From an optimization exercise on the open Yosys and OpenROAD flow, aimed at small area and a short achievable clock period; shortcuts taken in it are not production practice. Where RTL was checked, it was by simulation tests only, not by an equivalence proof against the original.

== onyx ==
==> flow/design.v <==
module CPU_div4 #(parameter W = 2) (
    input  [15:0] rin,
    input  [1:0]  abits,
    input  [15:0] b,
    input  [17:0] b3,
    output [1:0]  q,
    output [15:0] rout
);
    wire [W-1:0] x;
    generate
        if (W == 2) begin : g2
            assign x = abits;
        end else begin : gn
            assign x = {rin[W-3:0], abits};
        end
    endgenerate
    wire bz1, bz2;
    generate
        if (W < 16) begin : gb
            assign bz1 = ~|b[15:W];
        end else begin : gb16
            assign bz1 = 1'b1;
        end
    endgenerate
    assign bz2 = ~|b[15:W-1];
    wire bz3 = ~|b3[17:W];
    wire [W:0] d1 = {1'b0, x} - {1'b0, b[W-1:0]};
    wire [W:0] d2 = {1'b0, x} - {1'b0, b[W-2:0], 1'b0};
    wire [W:0] d3 = {1'b0, x} - {1'b0, b3[W-1:0]};
    wire ge1 = bz1 & ~d1[W];
    wire ge2 = bz2 & ~d2[W];
    wire ge3 = bz3 & ~d3[W];
    assign q = {ge2, ge3 | (ge1 & ~ge2)};
    wire [W-1:0] mhi = ge3 ? d3[W-1:0] : d2[W-1:0];
    wire [W-1:0] mlo = ge1 ? d1[W-1:0] : x;
    generate
        if (W < 16) begin : gz
            assign rout[15:W] = {(16-W){1'b0}};
        end
    endgenerate
    assign rout[W-1:0] = ge2 ? mhi : mlo;
endmodule
module CPU (
    input clk,
    input reset,
    input [18:0] instruction,
    input [15:0] data_in,
    output reg [15:0] data_out,
    output [15:0] address,
    output reg mem_read,
    output reg mem_write
);
    localparam N1 = 1;
    localparam N2 = 6;
    localparam K1 = 2 * N1;
    localparam K2 = 2 * N2;
    reg [15:0] registers [0:15];
    wire [3:0] opcode = instruction[18:15];
    wire [3:0] rs = instruction[14:11];
    wire [3:0] rt = instruction[10:7];
    wire [3:0] rd = instruction[6:3];
    wire [11:0] addr = instruction[14:3];
    wire op_load  = opcode == 4'b1010;
    wire op_store = opcode == 4'b1011;
    wire op_call  = opcode == 4'b1111;
    wire [15:0] ra = registers[rs];
    wire [15:0] rb = registers[rt];
    wire [17:0] rb3 = {2'b0, rb} + {1'b0, rb, 1'b0};
    wire [15:0] rem1 [0:N1];
    wire [K1-1:0] q1;
    assign rem1[0] = 16'b0;
    genvar j;
    generate
        for (j = 1; j <= N1; j = j + 1) begin : s1
            CPU_div4 #(.W(2*j)) st (.rin(rem1[j-1]), .abits(ra[17-2*j:16-2*j]), .b(rb), .b3(rb3),
                .q(q1[K1-2*j+1:K1-2*j]), .rout(rem1[j]));
        end
    endgenerate
    reg [15:0] A2, B2;
    reg [17:0] B3_2;
    reg [K1-1:0] r2, q2;
    reg [3:0] op2;
    wire [15:0] rem2 [N1:N2];
    wire [K2-K1-1:0] qm;
    assign rem2[N1] = {{(16-K1){1'b0}}, r2};
    generate
        for (j = N1 + 1; j <= N2; j = j + 1) begin : s2
            CPU_div4 #(.W(2*j)) st (.rin(rem2[j-1]), .abits(A2[17-2*j:16-2*j]), .b(B2), .b3(B3_2),
                .q(qm[K2-2*j+1:K2-2*j]), .rout(rem2[j]));
        end
    endgenerate
    wire is_add = op2 == 4'd0;
    wire is_sub = op2 == 4'd1;
    wire is_mul = op2 == 4'd2;
    wire is_div = op2 == 4'd3;
    wire is_inc = op2 == 4'd4;
    wire is_dec = op2 == 4'd5;
    wire is_and = op2 == 4'd6;
    wire is_or  = op2 == 4'd7;
    wire is_xor = op2 == 4'd8;
    wire is_not = op2 == 4'd9;
    wire [15:0] addend = is_sub ? ~B2 : is_inc ? 16'h0000 : is_dec ? 16'hFFFF : B2;
    wire [15:0] sum = A2 + addend + {15'b0, is_sub | is_inc};
    wire [15:0] prod = A2 * B2;
    wire [15:0] res2 =
          ({16{is_add | is_sub | is_inc | is_dec}} & sum)
        | ({16{is_mul}} & prod)
        | ({16{is_div}} & {q2, qm, A2[15-K2:0]})
        | ({16{is_and}} & (A2 & B2))
        | ({16{is_or}}  & (A2 | B2))
        | ({16{is_xor}} & (A2 ^ B2))
        | ({16{is_not}} & ~A2);
    reg [15:0] qa3, b3;
    reg [17:0] b3x3;
    reg [K2-1:0] r3;
    reg div3;
    reg sel3;            
    reg [15:0] addr_hold;
    reg ex_zero;         
    wire [15:0] rem3 [N2:8];
    wire [15-K2:0] ql;
    assign rem3[N2] = {{(16-K2){1'b0}}, r3};
    generate
        for (j = N2 + 1; j <= 8; j = j + 1) begin : s3
            CPU_div4 #(.W(2*j)) st (.rin(rem3[j-1]), .abits(qa3[17-2*j:16-2*j]), .b(b3), .b3(b3x3),
                .q(ql[17-2*j:16-2*j]), .rout(rem3[j]));
        end
    endgenerate
    wire [15:0] ex_res = div3 ? {qa3[15:16-K2], ql} : qa3;
    assign address = sel3 ? ex_res : addr_hold;
    reg [3:0] EXdst, WBdst;
    reg [15:0] WBres;
    reg [15:0] pc_base;
    reg [11:0] pc_tgt;
    reg [1:0] pc_mode;   
    wire eq2 = A2 == B2;
    wire pc_taken = pc_mode == 2'd1 | (pc_mode == 2'd2 & eq2) | (pc_mode == 2'd3 & ~eq2);
    wire [15:0] pc = pc_taken ? {4'b0, pc_tgt} : pc_base;
    wire [15:0] pc_inc = pc + 16'd1;
    always @(posedge clk or posedge reset) begin
        if (reset) begin
            op2 <= 4'b1010;
            EXdst <= 4'b0;
            WBdst <= 4'b0;
            WBres <= 16'b0;
            pc_base <= 16'b0;
            pc_mode <= 2'd0;
        end else begin
            op2 <= opcode;
            EXdst <= rd;
            WBdst <= EXdst;
            WBres <= ex_zero ? 16'b0 : ex_res;
            pc_base <= (opcode == 4'b1101 || opcode == 4'b1110) ? pc : pc_inc;
            case (opcode)
                4'b1100, 4'b1111: pc_mode <= 2'd1;
                4'b1101: pc_mode <= 2'd2;
                4'b1110: pc_mode <= 2'd3;
                default: pc_mode <= 2'd0;
            endcase
        end
    end
    always @(posedge clk or posedge reset) begin
        if (reset)
            ex_zero <= 1'b1;
        else
            ex_zero <= 1'b0;
    end
    always @(posedge clk) begin
        A2 <= ra;
        B2 <= rb;
        B3_2 <= rb3;
        r2 <= rem1[N1][K1-1:0];
        q2 <= q1;
        pc_tgt <= addr;
        qa3 <= res2;
        b3 <= B2;
        b3x3 <= B3_2;
        r3 <= rem2[N2][K2-1:0];
        div3 <= is_div;
        sel3 <= ~reset & (op_load | op_store);
        addr_hold <= address;
    end
    always @(posedge clk) begin
        if (!reset) begin
            if (op_load) begin
                mem_read <= 1'b1;
            end else if (op_store) begin
                mem_write <= 1'b1;
                data_out <= rb;
            end else begin
                mem_read <= 1'b0;
                mem_write <= 1'b0;
            end
            if (op_call)
                registers[15] <= pc_inc;
            if (!op_store)
                registers[WBdst] <= WBres;
        end
    end
endmodule
clock: 28.0 ns
lec_check: 0
cap_margin: 20
core_margin: 2
core_utilization: 40
slew_margin: 20
run.sh (not shown) runs the stock make flow with config.mk's settings and CLKGATE_MAP_FILE= SYNTH_SCRIPT=/design/flow/synth_recipe.tcl, a recipe that flattens the netlist after the stock synthesis.
onyx closes out successfully: all stages finished, all timing, DRC and antenna checks passed.
[inputs] delta vs onyx
==> flow/design.v, changed modules only <==
module CPU_cmpsub #(parameter W = 2) (
    input  [W-1:0] x,
    input  [W-1:0] m,
    output         ge,
    output [W-1:0] d
);
    reg [W-1:0] g, t;
    integer i, k;
    always @* begin
        g = x & ~m;
        t = x | ~m;
        g[0] = t[0];
        for (k = 1; k < W; k = k * 2)
            for (i = W - 1; i >= k; i = i - 1) begin
                g[i] = g[i] | (t[i] & g[i-k]);
                t[i] = t[i] & t[i-k];
            end
    end
    assign ge = g[W-1];
    wire [W-1:0] cin = {g[W-2:0], 1'b1};
    assign d = ~(x ^ m) ^ cin;
endmodule
module CPU_div4 #(parameter W = 2) (
    input  [15:0] rin,
    input  [1:0]  abits,
    input  [15:0] b,
    input  [17:0] b3,
    output [1:0]  q,
    output [15:0] rout
);
    wire [W-1:0] x;
    generate
        if (W == 2) begin : g2
            assign x = abits;
        end else begin : gn
            assign x = {rin[W-3:0], abits};
        end
    endgenerate
    wire bz1, bz2;
    generate
        if (W < 16) begin : gb
            assign bz1 = ~|b[15:W];
        end else begin : gb16
            assign bz1 = 1'b1;
        end
    endgenerate
    assign bz2 = ~|b[15:W-1];
    wire bz3 = b <= ((1 << W) - 1) / 3;
    wire c1, c2, c3;
    wire [W-1:0] d1, d2, d3;
    CPU_cmpsub #(.W(W)) k1 (.x(x), .m(b[W-1:0]), .ge(c1), .d(d1));
    CPU_cmpsub #(.W(W)) k2 (.x(x), .m({b[W-2:0], 1'b0}), .ge(c2), .d(d2));
    CPU_cmpsub #(.W(W)) k3 (.x(x), .m(b3[W-1:0]), .ge(c3), .d(d3));
    wire ge1 = bz1 & c1;
    wire ge2 = bz2 & c2;
    wire ge3 = bz3 & c3;
    assign q = {ge2, ge3 | (ge1 & ~ge2)};
    wire s3 = ge3;
    wire s2 = ge2 & ~ge3;
    wire s1 = ge1 & ~ge2;
    wire s0 = ~ge1;
    generate
        if (W < 16) begin : gz
            assign rout[15:W] = {(16-W){1'b0}};
        end
    endgenerate
    assign rout[W-1:0] = ({W{s0}} & x) | ({W{s1}} & d1) | ({W{s2}} & d2) | ({W{s3}} & d3);
endmodule
Results
Going from onyx to delta, sequential cell count decreased by 4 relative to the old numbers, count of nets after finishing increased by about 4.6% relative to the old numbers, critical path depth increased by about 17% relative to the old numbers, buffering overhead increased by 0.26 points relative to the old numbers, share of cell area taken by multi-input logic gates increased by 0.42 points relative to the old numbers.
The RTL of delta was laid out without a check of its function.

## separate check: timing with driven ports
The flow's constraints put no driver on any port. The routed layouts listed below were extracted and timed again, unchanged, in two steps.
Step 1 sets driving cells, clkbuf_16 on the clock port and buf_2 on the other inputs (assumed; they add their load-dependent delay and slew).
Step 2, shift: input delay + t, output delay - t, t = (earliest + latest rising clock arrival at the registers) / 2. This alone moves slack from input paths to output paths.
Three values: ideal, step 1, step 2; two values: the first two.
| run | t, ns | slack for setup (ns) | clock arrival spread, ns | worst data-port slew with drivers (ns) |
|---|---|---|---|---|
| onyx | 0.678 | 15.167 / 15.167 / 15.167 | 0.056 / 0.056 | 0.03 |
| delta | 0.652 | 13.840 / 13.840 / 13.840 | 0.082 / 0.082 | 0.05 |
After both steps setup and hold are still met in every run listed.
